This design comes from an exercise in tuning for small area on the open sky130 flow, not from production work.
At most, simulation tests tie the RTL to the original design; equivalence was not proved.
Function not checked in runs 2 to 4: the RTL went through the layout flow alone.
Power and IR drop assume default switching activity.

--- flow/config.mk ---
export PLATFORM = sky130hd
export DESIGN_NAME = DriverRGB
export DESIGN_NICKNAME = DriverRGB
export VERILOG_FILES = /design/flow/design.v
export SDC_FILE = /design/flow/constraint.sdc
export NUM_CORES = 4
export LEC_CHECK = 0
export CAP_MARGIN = 20
export CORE_MARGIN = 2
export CORE_UTILIZATION = 40
export SLEW_MARGIN = 20
--- flow/constraint.sdc ---
create_clock -name core_clock -period 10.0 [get_ports {sysclk}]
set_input_delay 2.0000 -clock core_clock [delete_from_list [all_inputs] [get_ports {sysclk}]]
set_output_delay 2.0000 -clock core_clock [all_outputs]
set_load 0.01 [all_outputs]
--- flow/design.v ---
`timescale 1ns / 1ps
module DriverRGB(input sysclk,
    input [31:0] red,
	 input [31:0] green,
	 input [31:0] blue,
	 input [31:0] red2,
	 input [31:0] green2,
	 input [31:0] blue2,
	 input [2:0] linesel,
	 input rst,
	 input send,
	 input enable,
	 output reg R1, G1, B1, R2, G2, B2,
	 output reg [2:0] linesel_out,
	 output reg data_clk,
	 output reg regclk_out,
	 output reg output_en,
    output reg ready
    );
	reg [4:0] bitcounter;
	reg [30:0] R_temp;
	reg [30:0] G_temp;
	reg [30:0] B_temp;
	reg [30:0] R2_temp;
	reg [30:0] G2_temp;
	reg [30:0] B2_temp;
	reg [2:0] linesel_in;
	 parameter st_RESET =   5'b00001;
   parameter st_CLKOUT =  5'b00010;
	parameter st_NEXTBIT = 5'b00100;
   parameter st_REGCLK =  5'b01000;
   parameter st_FINISH =  5'b10000;
	(* FSM_ENCODING="ONE-HOT", SAFE_IMPLEMENTATION="NO" *) reg [4:0] state;
always@(posedge sysclk)
      if (rst) begin
         state <= st_RESET;
         R1 <= 0;
			G1 <= 0;
			B1 <= 0;
			R2 <= 0;
			G2 <= 0;
			B2 <= 0;
			data_clk <= 0;
			regclk_out <= 0;
			output_en <= 1;  
			ready <= 1;
			bitcounter <= 0;
			R_temp <= 0;
			G_temp <= 0;
			B_temp <= 0;
			R2_temp <= 0;
			G2_temp <= 0;
			B2_temp <= 0;
			linesel_out <= 0;
      end
      else
         (* FULL_CASE, PARALLEL_CASE *) case (state)
            st_RESET : begin
					if (!send)
                  state <= st_RESET;		 
               else 
                  state <= st_CLKOUT;		 
					linesel_in <= linesel;		 
					R_temp <= red[31:1];			 
					R1 <= red[0];					 
					G_temp <= green[31:1];		 
					G1 <= green[0];				 
					B_temp <= blue[31:1];		 
					B1 <= blue[0];					 
					R2_temp <= red2[31:1];		 
					R2 <= red2[0];					 
					G2_temp <= green2[31:1];	 
					G2 <= green2[0];				 
					B2_temp <= blue2[31:1];		 
					B2 <= blue2[0];				 
					bitcounter <= 0;				    
					ready <= 1'b1;						 
					regclk_out <= 0;
					data_clk <= 0;
					output_en <= 1'b0;						 
            end
st_CLKOUT : begin
               state <= st_NEXTBIT;
					data_clk <= 1'b1;
					ready <= 0;							 
            end
				st_NEXTBIT : begin
               if (&bitcounter)		      
                  state <= st_REGCLK;
               else
                  state <= st_CLKOUT;	   
					data_clk <= 1'b0;							 
					if (!(&bitcounter)) begin				 
					  R1 <= R_temp[0];						 
					  R_temp <= {1'b0,R_temp[30:1]};		 
					  G1 <= G_temp[0];						 
					  G_temp <= {1'b0,G_temp[30:1]};		 
					  B1 <= B_temp[0];						 
					  B_temp <= {1'b0,B_temp[30:1]};		 
					  R2 <= R2_temp[0];						 
					  R2_temp <= {1'b0,R2_temp[30:1]};		 
					  G2 <= G2_temp[0];						 
					  G2_temp <= {1'b0,G2_temp[30:1]};		 
					  B2 <= B2_temp[0];						 
					  B2_temp <= {1'b0,B2_temp[30:1]};		 
					  bitcounter <= bitcounter + 1'b1;		 
					end
					else
						output_en <= 1'b1;	 
            end
				st_REGCLK : begin
               if (!regclk_out)							 
                  state <= st_REGCLK;
               else 
                  state <= st_FINISH;					 
					regclk_out <= ~regclk_out;
					if (!regclk_out)
					  linesel_out <= linesel_in;
            end
				st_FINISH : begin
               state <= st_RESET;						 
					ready <= 1'b1;
					end
         endcase
endmodule
--- flow/run.sh ---
#!/bin/bash
# synth_recipe.tcl (not shown) runs the flow's synth.tcl, then flattens the netlist and writes it again
# the make line also repeats each setting of config.mk as NAME=value (left out here)
make -C /OpenROAD-flow-scripts/flow DESIGN_CONFIG=/design/flow/config.mk WORK_HOME=/design/flow/orfs CLKGATE_MAP_FILE= SYNTH_SCRIPT=/design/flow/synth_recipe.tcl finish
==> flow_summary.toml, run 1 <==
[placed_design]
place.gp.congestion = 0.761
placement.cell_area_sq_um = 11300
io_buffers = 210
hpwlAfterDp_microns = 14400

[sta]
timing.setup.tns_ns = 0
fin_crit_sh = 0.391
fmax_ghz = 0.256
worst_pin_slew_ns = 1.08
setup_viol = 0
fin_crit_ns = 3.91
max_slew_margin = 0.278
hold_slack_ns = 0.490
rsz0062_at_grt = "no"
final_hold_viol_count = 0
finalMaxSlewViolations = 0
fin_skew_ns = 0.00785

[grt]
antenna_found_initial = 2
track_usage = 0.195
grt_pass1_vias = 7589
grt_first_pass_wirelength_microns = 39800
grt_overflow = 0
grt_max_degree = 115

[clock_tree]
cts_hold_buffers = 0
h-tree-depth = 1
clock_path_buffers = 3
cts_buffers = 24
cts_tree = "yes"
cts-root-buf = "clkbuf_16"
post_cts_resized = 0
cts_sinks = 212
postCtsSetupBuffers = 0
clk_pin_slew_worst_paths_ns = 0.06
clk_latency_ns = 0.51

[logic_synthesis]
synth_area_leaders = "dfxtp_1 (45%), o221a_2 (23%), o31a_1 (18%), clkbuf_1 (2.7%), buf_2 (1.7%)"
synthArstFlopShare = 0
synth_edf_count = 3
netlist_instances = 811
synth_top_area_cell = "dfxtp_1"
netlist_area_sq_um = 9300
synth-seq-area-share = 0.460
syn_nets = 1012
synth-main-ff-cell = "dfxtp_1"
yosys.area.top_type_share = 0.450
synth_most_common_cell = "dfxtp_1"
synth_warnings = 1
synth_area_per_cell_sq_um = 11.5
synth_commonest_cells = "dfxtp_1 (209), o221a_2 (186), o31a_1 (186), clkbuf_1 (66), buf_2 (31)"
ys_ff_latch = 212
synth_cell_type_count = 50

[cells_and_area]
final_area_sq_um = 12100
fin_nets = 1141
final_util = 0.533
area_growth_pct = 30.2
fillers = 1931
drive_above_1_share = 0.258

[floorplanning]
io-pin-count = 212
core_sq_um = 22700
dieArea_sq_um = 24500
die_h_microns = 156
std_cell_rows = 55
start_util = 0.409
die_x_microns = 156

[detailed_routing]
via_count = 7584
drt_first_pass_iters = 5
finalWirelength_microns = 24600
drt_iter0_drc = 683
ant_nets = 0
drcViolationCount = 0
wl_per_cell_microns = 19.8
drt-vias-per-instance = 6.12

[worst_setup_path]
r2r_start = "bitcounter[0]$_SDFFE_PP0P_"
reg2reg_to = "B2_temp[10]$_SDFFE_PP0P_"
cp.required_ns = 10.44
end_kind = "flip-flop"
path_class = "in -> reg"
arrival_ns = 4.35
reg2reg_depth = 8
critPathLaunchType = "input port"
ff2ff_setup_slack_ns = 6.49
crit_fanout = 114

[pwr]
p_total_uw = 2490
p_per_area_nw_per_um2 = 205
p_leak_uw = 0.00428
ir_drop_mv = 0.120

[run_status]
status = "timing/DRC/antenna clean"

[min_path]
worstHoldStart = "G2_temp[30]$_SDFFE_PP0P_"
min_path_cells = 2
hold_class = "reg -> reg"
min_to = "G2_temp[30]$_SDFFE_PP0P_"

[run]
maxCapViolations = 0
[per-layer routing]
layer,share of wire,GRT usage,vias up
li1,-,-,3646
met1,0.46,0.270,3661
met2,0.45,0.307,230
met3,0.062,0.0451,45
met4,0.021,0.0485,2
met5,0.00053,0,-
[worst max-delay path by stage]
stage                     from  cells after the start                        to
after global placement     rst                      6   R2_temp[6]$_SDFFE_PP0P_
final                      rst                      6  B2_temp[18]$_SDFFE_PP0P_
after floorplan            rst                      5   G2_temp[0]$_SDFFE_PP0P_
after global routing       rst                      6  R2_temp[24]$_SDFFE_PP0P_
after detailed placement   rst                      6  R2_temp[24]$_SDFFE_PP0P_
after CTS                  rst                      6  R2_temp[24]$_SDFFE_PP0P_
[where the power goes]
part / total, uW / internal [uW] / switching [uW]
sequential: 1090 / 996 / 96.2
clock: 854 / 521 / 333
combinational: 541 / 292 / 249
[per-stage QoR]
step / worst slack [ns] / instances
detailed placement: 5.30 / 1197
global route: 5.93 / 1238
finish: 6.09 / 1239
global placement: 5.36 / 1197
CTS: 5.82 / 1236
floorplan: 7.02 / 811
[critical path: stages]
cell             delay (ns)
clkdlybuf4s50_1        0.39
buf_4                  0.23
inv_6                  0.51
buf_6                  0.73
o31a_1                 0.27
o221a_2                0.18
[state kept, by name (all words and copies together) (netlist names), 3 cells and up]
name         cells
G_temp          31
B2_temp         31
R_temp          31
state            5
linesel_in       3
bitcounter       5
R2_temp         31
linesel_out      3
G2_temp         31
B_temp          31
[logic make-up (layout without fill, tap and decap cells)]
logic type | after synthesis | in the layout | share of synthesized area
buffers and inverters | 127 | 269 | 0.0643
AOI/OAI and AO/OA | 413 | 413 | 0.437
DFF | 212 | 212 | 0.460
other | 0 | 1 | 0
muxes | 3 | 3 | 0.00323
and+or+nand+nor | 54 | 54 | 0.0334
adders and majority gates | 2 | 2 | 0.00269
[layout make-up]
cell class,count,area [sq um],area share
multi-input combinational,472,4430,0.366
sequential,212,4280,0.353
timing repair buffer,220,2230,0.184
clock buffer,35,723,0.0597
tap,285,357,0.0294
clock inverter,4,45.0,0.00372
inverter,10,42.5,0.00351
antenna,1,2.50,0.000207
[cell usage in the layout, fill, tap and decap left out, types with 2 or more instances in the layout]
cell,n
buf_4,5
mux2i_1,3
clkbuf_16,25
clkbuf_1,4
nor2b_1,5
o32ai_2,6
o21ai_0,11
o31a_1,186
nor4_1,2
o22ai_1,2
ha_1,2
a21oi_1,7
clkbuf_8,6
nor3_1,4
inv_1,9
buf_16,2
edfxtp_1,3
nand3_1,7
o221a_2,186
dfxtp_1,208
nand2b_1,2
a2bb2oi_1,2
nor2_1,8
clkinv_2,3
buf_6,3
clkdlybuf4s50_1,210
nand2_1,12
==> inputs of run 2 (changes only) <==
==> flow/design.v (replaced) <==
`timescale 1ns / 1ps
module DriverRGB(input sysclk,
    input [31:0] red,
    input [31:0] green,
    input [31:0] blue,
    input [31:0] red2,
    input [31:0] green2,
    input [31:0] blue2,
    input [2:0] linesel,
    input rst,
    input send,
    input enable,
    output R1, G1, B1, R2, G2, B2,
    output reg [2:0] linesel_out,
    output reg data_clk,
    output reg regclk_out,
    output reg output_en,
    output reg ready
    );
    reg [31:0] wr, wg, wb, wr2, wg2, wb2;
    reg [2:0]  lin;
    reg        pol;
    reg [4:0]  bitcounter;
    reg        b;    
    wire st_idle    = ready & ~b;
    wire st_clkout  = (ready & b) | (~ready & ~output_en & ~data_clk);
    wire st_nextbit = data_clk;
    wire st_rega    = ~ready & output_en & ~regclk_out & ~b;
    wire st_regb    = regclk_out;
    wire st_fin     = ~ready & output_en & b;
    wire last       = &bitcounter;
    wire ld = st_idle & ~rst;
    wire sh = st_nextbit & ~last & ~rst;
    wire fl = ~st_idle & ~(st_nextbit & ~last) & ~rst;
    always @(posedge sysclk) begin
        wr  <= ~((red    & {32{ld}}) | ({1'b0, wr[31:1]}  & {32{sh}}) | (wr  & {32{fl}}));
        wg  <= ~((green  & {32{ld}}) | ({1'b0, wg[31:1]}  & {32{sh}}) | (wg  & {32{fl}}));
        wb  <= ~((blue   & {32{ld}}) | ({1'b0, wb[31:1]}  & {32{sh}}) | (wb  & {32{fl}}));
        wr2 <= ~((red2   & {32{ld}}) | ({1'b0, wr2[31:1]} & {32{sh}}) | (wr2 & {32{fl}}));
        wg2 <= ~((green2 & {32{ld}}) | ({1'b0, wg2[31:1]} & {32{sh}}) | (wg2 & {32{fl}}));
        wb2 <= ~((blue2  & {32{ld}}) | ({1'b0, wb2[31:1]} & {32{sh}}) | (wb2 & {32{fl}}));
        lin <= ~((linesel & {3{ld}}) | (lin & {3{~ld & ~rst}}));
        pol <= ~(pol & ~ld & ~rst);
    end
    assign R1 = wr[0]  ^ pol;
    assign G1 = wg[0]  ^ pol;
    assign B1 = wb[0]  ^ pol;
    assign R2 = wr2[0] ^ pol;
    assign G2 = wg2[0] ^ pol;
    assign B2 = wb2[0] ^ pol;
    always @(posedge sysclk) begin
        if (rst) begin
            data_clk <= 0; regclk_out <= 0; output_en <= 1; ready <= 1; b <= 0;
            linesel_out <= 0; bitcounter <= 0;
        end else begin
            if (st_idle) begin
                data_clk <= 0; regclk_out <= 0; output_en <= 0; ready <= 1; b <= send;
                bitcounter <= 0;
            end
            if (st_clkout) begin
                data_clk <= 1; ready <= 0; b <= 0;
            end
            if (st_nextbit) begin
                data_clk <= 0;
                if (!last) bitcounter <= bitcounter + 1'b1;
                else output_en <= 1;
            end
            if (st_rega) begin
                regclk_out <= 1;
                linesel_out <= ~lin;    
            end
            if (st_regb) begin
                regclk_out <= 0; b <= 1;
            end
            if (st_fin) begin
                ready <= 1; b <= 0;
            end
        end
    end
endmodule
==> flow_summary.toml, run 2 <==
[clock_tree]
clk_latency_ns = 0.49
h-tree-depth = 1
post_cts_resized = 0
cts-root-buf = "clkbuf_16"
postCtsSetupBuffers = 0
cts_buffers = 23
cts_tree = "yes"
clock_path_buffers = 3
clk_pin_slew_worst_paths_ns = 0.06
cts_sinks = 209
cts_hold_buffers = 0

[cells_and_area]
area_growth_pct = 41.9
fin_nets = 904
most-common-layout-cells = "clkdlybuf4s50_1 (210), dfxtp_1 (209), a222oi_1 (186), clkbuf_16 (23), nand2_1 (11)"
diodes = 0
fillers = 1341
final_util = 0.582
drive_above_1_share = 0.0656
layout_commonest_cell = "clkdlybuf4s50_1"

[logic_synthesis]
ys_ff_latch = 209
netlist_instances = 529
synthArstFlopShare = 0
synth_area_per_cell_sq_um = 12.9
synth_cell_type_count = 28
yosys.area.top_type_share = 0.613
netlist_area_sq_um = 6830
synth_warnings = 1
synth_most_common_cell = "dfxtp_1"
synth_edf_count = 0
synth_commonest_cells = "dfxtp_1 (209), a222oi_1 (186), buf_2 (53), nand2_1 (11), clkbuf_1 (10)"
synth-seq-area-share = 0.613
synth-main-ff-cell = "dfxtp_1"
synth_top_area_cell = "dfxtp_1"
synth_area_leaders = "dfxtp_1 (61%), a222oi_1 (27%), buf_2 (3.9%), xor2_1 (0.77%), a22oi_1 (0.66%)"
syn_nets = 730

[sta]
worst_pin_slew_ns = 1.08
finalMaxSlewViolations = 0
max_slew_margin = 0.281
fin_crit_sh = 0.393
setup_viol = 0
fmax_ghz = 0.254
timing.setup.tns_ns = 0
final_hold_viol_count = 0
fin_skew_ns = 0.00767
fin_crit_ns = 3.93
rsz0062_at_grt = "no"

[detailed_routing]
drt_first_pass_iters = 14
via_count = 5779
ant_nets = 0
drt-vias-per-instance = 6.17
drcViolationCount = 0
drt_iter0_drc = 1003
finalWirelength_microns = 18100
wl_per_cell_microns = 19.3

[floorplanning]
die_x_microns = 135
start_util = 0.410
die_h_microns = 135
std_cell_rows = 47
core_sq_um = 16600
dieArea_sq_um = 18100
io-pin-count = 212

[worst_setup_path]
cp.required_ns = 8.00
critPathLaunchType = "flip-flop"
arrival_ns = 1.93
cp-startpoint = "pol$_DFF_P_"
end_kind = "primary output"
r2r_start = "bitcounter[0]$_SDFF_PP0_"
path_class = "reg -> out"
crit_fanout = 7

[run]
maxCapViolations = 0

[grt]
track_usage = 0.189
grt_first_pass_wirelength_microns = 28300
grt_pass1_vias = 5578
grt_overflow = 0
antenna_found_initial = 0
grt_max_degree = 118

[placed_design]
place.gp.congestion = 0.747
hpwlAfterDp_microns = 11500
io_buffers = 210

[pwr]
ir_drop_mv = 0.139
p_leak_uw = 0.00351
p_per_area_nw_per_um2 = 225

[min_path]
worstHoldStart = "lin[2]$_DFF_P_"
hold_class = "reg -> reg"

[run_status]
status = "timing/DRC/antenna clean"
==> run 2: cell types whose count changed after synthesis, sizes merged, moves of 7 or more <==
cell	before	now
o221a	186	0
buf	51	58
inv	10	0
o21ai	11	0
a222oi	0	186
clkbuf	66	10
o31a	186	0
o32ai	7	0
==> run 2: cell families (layout without fill, tap and decap cells) <==
family                     Yosys count  after routing  synth area share
and+or+nand+nor                     36             36            0.0280
adders and majority gates            2              2           0.00366
xor gates and xnor gates             6              6           0.00770
buffers and inverters               68            256            0.0515
DFF                                209            209             0.613
muxes                                1              1           0.00165
AOI/OAI and AO/OA                  207            207             0.295
==> run 2: power by group <==
group | leakage, uW | switching, uW | internal, uW
Combinational | 0.00138 | 118 | 172
Clock | 0.000375 | 318 | 527
Sequential | 0.00175 | 76.8 | 974
Total | 0.00351 | 512 | 1670
==> run 2: cell type report <==
cell class	count	area [sq um]	share of cell area
sequential	209	4180	0.432
tap	220	275	0.0284
clock buffer	31	646	0.0666
timing repair buffer	217	2160	0.223
multi-input combinational	252	2310	0.238
clock inverter	8	118	0.0121
==> run 2: critical path, stage by stage (launching register included) <==
cell and delay [ns]:
dfxtp_1 0.66, xor2_1 0.20, clkdlybuf4s50_1 0.59
==> run 2: final timing paths <==
| check | to | slack (ns) | depth (start not counted) |
|---|---|---|---|
| setup / recovery | B1 | 6.07 | 2 |
| hold / removal | linesel_out[2]$_SDFFE_PP0P_ | 0.43 | 1 |
| setup reg to reg | wb[12]$_DFF_P_ | 7.32 | 7 |
| hold reg to reg | linesel_out[2]$_SDFFE_PP0P_ | 0.43 | 1 |
==> run 2: through the flow <==
step	cells	instance area, sq um	worst slack (ns)	hold slack, ns	total power, uW
finish	937	9690	6.07	0.430	2180
detailed placement	898	8920	5.75	0.429	1350
floorplan	529	6830	6.98	0.413	1220
global placement	898	8920	5.80	0.420	1340
global route	937	9690	5.96	0.450	2280
CTS	937	9690	6.00	0.435	2210
==> run 2: routing by layer <==
| metal | up-vias | global-route usage | part of all wire |
|---|---|---|---|
| met3 | 38 | 0.0428 | 0.074 |
| met5 | - | 0 | 0 |
| met4 | 0 | 0.0632 | 0.029 |
| met2 | 233 | 0.312 | 0.47 |
| met1 | 2793 | 0.245 | 0.42 |
| li1 | 2715 | - | - |
==> inputs of run 3 (changes only) <==
==> flow/flow/run.sh (new file) <==
#!/bin/bash
# Standard ORFS layout, but with the smallest buffer on each port.
set -euo pipefail
bash standard.sh "BUFFER_PORTS_ARGS=-buffer_cell sky130_fd_sc_hd__buf_1" finish > orfs_make.log 2>&1
==> flow/standard.sh (new file) <==
#!/bin/bash
# synth_recipe.tcl (not shown) runs the flow's synth.tcl, then flattens the netlist and writes it again
# the make line also repeats each setting of config.mk as NAME=value (left out here)
make -C /OpenROAD-flow-scripts/flow DESIGN_CONFIG=/design/flow/config.mk WORK_HOME=/design/flow/orfs CLKGATE_MAP_FILE= SYNTH_SCRIPT=/design/flow/synth_recipe.tcl "${@:-finish}"
removed: flow/run.sh
==> flow_summary.toml, run 3 <==
[worst_setup_path]
crit_chain = "buf_1 -> buf_4 -> nor2_4 -> buf_4 -> buf_4 -> a222oi_1"
crit_fanout = 73
cp.required_ns = 10.32
arrival_ns = 4.78
reg2reg_depth = 8
r2r_start = "bitcounter[0]$_SDFF_PP0_"
cp_slowest_cell = "nor2_4"
ff2ff_setup_slack_ns = 6.06
path_class = "in -> reg"
reg2reg_to = "wr2[18]$_DFF_P_"
cpPeakStageDelay_ns = 0.85
end_kind = "flip-flop"
crit_top_cell = "buf_4"
critPathLaunchType = "input port"

[min_path]
min_path_cells = 1
hold_class = "reg -> reg"
min_to = "linesel_out[2]$_SDFFE_PP0P_"
worstHoldStart = "lin[2]$_DFF_P_"

[placed_design]
io_buffers = 210
hpwlAfterDp_microns = 11000
place.gp.congestion = 0.779
dpl.cell_count = 898

[clock_tree]
cts_tree = "yes"
cts_hold_buffers = 0
cts_sinks = 209
clk_latency_ns = 0.49
post_cts_resized = 0
h-tree-depth = 1
cts-root-buf = "clkbuf_16"
cts_buffers = 22
clk_pin_slew_worst_paths_ns = 0.06
clock_path_buffers = 3
postCtsSetupBuffers = 0

[logic_synthesis]
synth-main-ff-cell = "dfxtp_1"
synth_commonest_cells = "dfxtp_1 (209), a222oi_1 (186), buf_2 (53), nand2_1 (11), clkbuf_1 (10)"
synth_area_per_cell_sq_um = 12.9
synthArstFlopShare = 0
netlist_area_sq_um = 6830
synth_area_leaders = "dfxtp_1 (61%), a222oi_1 (27%), buf_2 (3.9%), xor2_1 (0.77%), a22oi_1 (0.66%)"
ys_ff_latch = 209
syn_nets = 730
synth_warnings = 1
netlist_instances = 529
yosys.area.top_type_share = 0.613
synth_most_common_cell = "dfxtp_1"
synth_top_area_cell = "dfxtp_1"
synth-seq-area-share = 0.613
synth_edf_count = 0
synth_cell_type_count = 28

[run_status]
status = "timing/DRC/antenna clean"

[floorplanning]
io-pin-count = 212
dieArea_sq_um = 18100
std_cell_rows = 47
die_x_microns = 135
core_sq_um = 16600
die_h_microns = 135
start_util = 0.410

[grt]
grt_max_degree = 120
grt.busiest_layer = "met2"
grt_pass1_vias = 5568
track_usage = 0.178
grt_use_met3 = 0.0390
gr-usage-met2 = 0.295
grt_overflow = 0
grt_first_pass_wirelength_microns = 27100
antenna_found_initial = 0
use_met1 = 0.228

[sta]
finalMaxSlewViolations = 0
fin_crit_ns = 4.46
setup_viol = 0
timing.setup.tns_ns = 0
fin_crit_sh = 0.446
max_slew_margin = 0.281
final_hold_viol_count = 0
fin_skew_ns = 0.00908
rsz0062_at_grt = "no"
fmax_ghz = 0.224
worst_pin_slew_ns = 1.08

[detailed_routing]
finalWirelength_microns = 17500
drcViolationCount = 0
wl_per_cell_microns = 18.6
drt-vias-per-instance = 6.22
ant_nets = 0
drt_iter0_drc = 1166
drt_first_pass_iters = 13
via_count = 5830

[pwr]
p_int_uw = 1580
p_leak_uw = 0.00293
comb_power_share = 0.110
switching_power_uw = 513
seq_power_share = 0.503
ir_drop_mv = 0.143
switching_share = 0.245
p_per_area_nw_per_um2 = 250
power_frac_clock = 0.388

[cells_and_area]
fillers = 1510
multi_input_area_sq_um = 2310
final_util = 0.503
fin_nets = 903
layout_commonest_cell = "buf_1"
ff_latch_area_sq_um = 4180
drive_above_1_share = 0.0696
most-common-layout-cells = "buf_1 (210), dfxtp_1 (209), a222oi_1 (186), clkbuf_16 (23), nand2_1 (11)"
layout.cells.non_filler = 938
area_growth_pct = 22.6
diodes = 0

[run]
maxCapViolations = 0
[run 3: layout make-up]
class	instances	share of cell area
clock inverters	8	0.00867
flip-flops and latches	209	0.500
well taps	220	0.0329
repair buffers	217	0.101
multi-input cells	252	0.276
clock buffers	32	0.0812
[run 3: critical path, delay by kind of cell]
family	cells	cell delay [ns]
buf+inv	4	1.64
simple gates	1	0.85
compound gates	1	0.24
[run 3: cell families (layout without fill, tap and decap cells)]
family                   after synthesis  count (layout)  share of synthesized area
XOR/XNOR                               6               6                    0.00770
AO/OA/AOI/OAI                        207             207                      0.295
buffers and inverters                 68             257                     0.0515
multiplexers                           1               1                    0.00165
adder cells (fa/ha/maj)                2               2                    0.00366
flip-flops                           209             209                      0.613
AND/OR/NAND/NOR                       36              36                     0.0280
[run 3: how the worst max path moves through the flow]
stage,from,endpoint
5_1_grt,rst,wr2[18]$_DFF_P_
4_1_cts,rst,wg2[22]$_DFF_P_
3_5_place_dp,rst,wg2[22]$_DFF_P_
2_1_floorplan,rst,wg2[0]$_DFF_P_
3_3_place_gp,rst,wg2[23]$_DFF_P_
6_report,rst,wr2[18]$_DFF_P_
[run 3: power by group through the flow]
stage               clock network [uW]  registers [uW]  logic, uW
global route                       874            1070        255
CTS                                834            1050        232
finish                             812            1050        230
floorplan                            0            1040        175
detailed placement                   0            1060        231
global placement                     0            1060        219
[run 3: metrics by stage]
| step | setup slack (ns) | power, uW | hold WS (ns) | area (sq um) |
|---|---|---|---|---|
| CTS | 5.58 | 2120 | 0.437 | 8360 |
| global route | 5.31 | 2200 | 0.448 | 8370 |
| detailed placement | 5.07 | 1300 | 0.430 | 7610 |
| global placement | 5.14 | 1280 | 0.421 | 7610 |
| floorplan | 6.98 | 1220 | 0.413 | 6830 |
| finish | 5.54 | 2100 | 0.438 | 8370 |
[run 3: per-layer routing]
| layer | up-vias | routed length (microns) |
|---|---|---|
| li1 | 2702 | - |
| met1 | 2820 | 7180 |
| met2 | 268 | 8420 |
| met3 | 40 | 1360 |
| met4 | 0 | 511 |
| met5 | - | 0 |
==> inputs of run 4 (changes only) <==
==> flow/flow/run.sh (replaced) <==
#!/bin/bash
# Standard ORFS layout with the smallest buffer on each port and a clock tree of small buffers.
set -euo pipefail
bash standard.sh "BUFFER_PORTS_ARGS=-buffer_cell sky130_fd_sc_hd__buf_1" \
  "CTS_ARGS=-sink_clustering_enable -repair_clock_nets -buf_list sky130_fd_sc_hd__clkbuf_4 -dont_use_dummy_load" \
  finish > orfs_make.log 2>&1
==> flow_summary.toml, run 4 <==
[placed_design]
hpwlAfterDp_microns = 11000
io_buffers = 210
pre_cts_ws_ns = 5.07
place.gp.congestion = 0.779
placement.cell_area_sq_um = 7610

[logic_synthesis]
synth_area_leaders = "dfxtp_1 (61%), a222oi_1 (27%), buf_2 (3.9%), xor2_1 (0.77%), a22oi_1 (0.66%)"
synth_warnings = 1
netlist_instances = 529
ys_ff_latch = 209
synth-seq-area-share = 0.613
synth_top_area_cell = "dfxtp_1"
syn_nets = 730
synthArstFlopShare = 0
netlist_area_sq_um = 6830
synth_commonest_cells = "dfxtp_1 (209), a222oi_1 (186), buf_2 (53), nand2_1 (11), clkbuf_1 (10)"
synth_most_common_cell = "dfxtp_1"
synth_edf_count = 0
synth_cell_type_count = 28
synth-main-ff-cell = "dfxtp_1"
synth_area_per_cell_sq_um = 12.9
yosys.area.top_type_share = 0.613

[pwr]
p_leak_uw = 0.00280
seq_power_share = 0.584
p_per_area_nw_per_um2 = 225
p_int_uw = 1320
comb_power_share = 0.128
power_frac_clock = 0.289
switching_share = 0.267
switching_power_uw = 482
p_total_uw = 1800
ir_drop_mv = 0.115

[worst_setup_path]
path_class = "in -> reg"
crit_fanout = 73
reg2reg_depth = 8
end_kind = "flip-flop"
crit_end = "wg2[22]$_DFF_P_"
critPathTopFamily = "buffers and inverters"
reg2reg_to = "wg2[22]$_DFF_P_"
cp_slowest_cell = "nor2_4"
r2r_start = "bitcounter[0]$_SDFF_PP0_"
ff2ff_setup_slack_ns = 6.04
critPathBufInv = 4
critPathLaunchType = "input port"
cp.required_ns = 10.42
crit_top_cell = "buf_4"
critical_path_cell_count = 6
arrival_ns = 4.78
cpPeakStageDelay_ns = 0.84
crit_chain = "buf_1 -> buf_4 -> nor2_4 -> buf_4 -> buf_4 -> a222oi_1"
cp-startpoint = "rst"

[sta]
worst_pin_slew_ns = 1.07
max_slew_margin = 0.284
timing.setup.tns_ns = 0
fin_crit_sh = 0.436
finalMaxSlewViolations = 0
rsz0062_at_grt = "no"
fmax_ghz = 0.230
fin_skew_ns = 0.0397
worst_slack_ns = 5.64
setup_viol = 0
fin_crit_ns = 4.36
final_hold_viol_count = 0

[floorplanning]
die_x_microns = 135
start_util = 0.410
io-pin-count = 212
core_sq_um = 16600
dieArea_sq_um = 18100
die_h_microns = 135
std_cell_rows = 47

[grt]
grt_pass1_vias = 5733
grt_max_degree = 120
grt_first_pass_wirelength_microns = 27400
antenna_found_initial = 1
track_usage = 0.182
grt_overflow = 0

[detailed_routing]
wl_per_cell_microns = 18.6
via_count = 6009
drt_first_pass_iters = 14
finalWirelength_microns = 17700
drt-vias-per-instance = 6.32
ant_nets = 0
drcViolationCount = 0
drt_iter0_drc = 1238

[clock_tree]
cts_sinks = 209
post_cts_resized = 0
clk_pin_slew_worst_paths_ns = 0.06
cts_tree = "yes"
cts-root-buf = "clkbuf_4"
cts_buffers = 52
h-tree-depth = 2
clk_latency_ns = 0.61
cts_hold_buffers = 0
clock_path_buffers = 3
postCtsSetupBuffers = 0

[run]
maxCapViolations = 0

[run_status]
status = "timing/DRC/antenna clean"

[cells_and_area]
layout_commonest_cell = "buf_1"
final_area_sq_um = 8010
most-common-layout-cells = "buf_1 (210), dfxtp_1 (209), a222oi_1 (186), clkbuf_4 (52), nand2_1 (11)"
drive_above_1_share = 0.0877
fin_nets = 933
area_growth_pct = 17.3

[min_path]
hold_class = "reg -> reg"
min_path_cells = 1
-- run 4: power groups by stage --
stage               clock, uW  combinational [uW]  sequential [uW]
CTS                       552                 231             1050
global placement            0                 219             1060
detailed placement          0                 231             1060
global route              588                 254             1070
finish                    521                 230             1050
floorplan                   0                 175             1040
-- run 4: worst min-delay path by stage --
stage	from	end	slack [ns]
4_1_cts	lin[1]$_DFF_P_	linesel_out[1]$_SDFFE_PP0P_	0.39
3_5_place_dp	wg[28]$_DFF_P_	wg[28]$_DFF_P_	0.43
2_1_floorplan	lin[0]$_DFF_P_	linesel_out[0]$_SDFFE_PP0P_	0.41
6_report	lin[1]$_DFF_P_	linesel_out[1]$_SDFFE_PP0P_	0.41
5_1_grt	lin[1]$_DFF_P_	linesel_out[1]$_SDFFE_PP0P_	0.41
3_3_place_gp	lin[1]$_DFF_P_	linesel_out[1]$_SDFFE_PP0P_	0.42
-- run 4: cell type report --
class	count	area, sq um
Clock buffer	52	390
Sequential cell	209	4180
Multi-Input combinational cell	252	2310
Fill cell	1557	8630
Tap cell	220	275
Timing Repair Buffer	217	848
Antenna cell	1	2.50
-- run 4: layer usage --
| metal | routed length (microns) | global-route usage | vias to the layer above |
|---|---|---|---|
| met5 | 0 | 0 | - |
| met4 | 541 | 0.0871 | 0 |
| met3 | 1510 | 0.0559 | 43 |
| met2 | 8450 | 0.290 | 319 |
| met1 | 7200 | 0.226 | 2899 |
| li1 | - | - | 2748 |
-- run 4: logic make-up after synthesis --
group | Yosys count | synth area share
flip-flops | 209 | 0.613
XOR/XNOR | 6 | 0.00770
adder cells (fa/ha/maj) | 2 | 0.00366
multiplexers | 1 | 0.00165
AO/OA/AOI/OAI | 207 | 0.295
buffers and inverters | 68 | 0.0515
AND/OR/NAND/NOR | 36 | 0.0280
-- run 4: stage by stage --
step | std cells | utilization | hold slack, ns
floorplan | 529 | - | 0.413
global placement | 898 | 0.457 | 0.421
detailed placement | 898 | 0.457 | 0.430
CTS | 950 | 0.481 | 0.393
global route | 951 | 0.481 | 0.415
finish | 951 | 0.481 | 0.415

## static timing again, ports no longer ideal
In the flow no input, the clock included, has a driving cell. The finished layouts below were timed again as built, in two steps.
Step 1: set_driving_cell puts a clkbuf_16 on sysclk and a buf_2 on each other input, an assumption about the parent block.
Step 2 adds t to the input delays and takes it off the output delays; t is the mean of the earliest and latest rising clock arrival at the registers after step 1. Input paths then give back, and output paths get back, about the clock's delay inside the block.
a / b / c = no drivers / after step 1 / after step 2; a / b = the first two.
run	t, ns	setup slack, ns	cell pins on the clock port's net
run 1	0.550	6.093 / 6.116 / 5.566	1
run 2	0.527	6.066 / 6.024 / 5.903	1
run 3	0.524	5.535 / 5.543 / 5.019	1
run 4	0.632	5.643 / 5.646 / 5.014	1
After both steps every run listed still meets setup and hold. The setup slack of run 4, which loses most, moves by +0.003 ns with the drivers and by -0.629 ns with both steps.
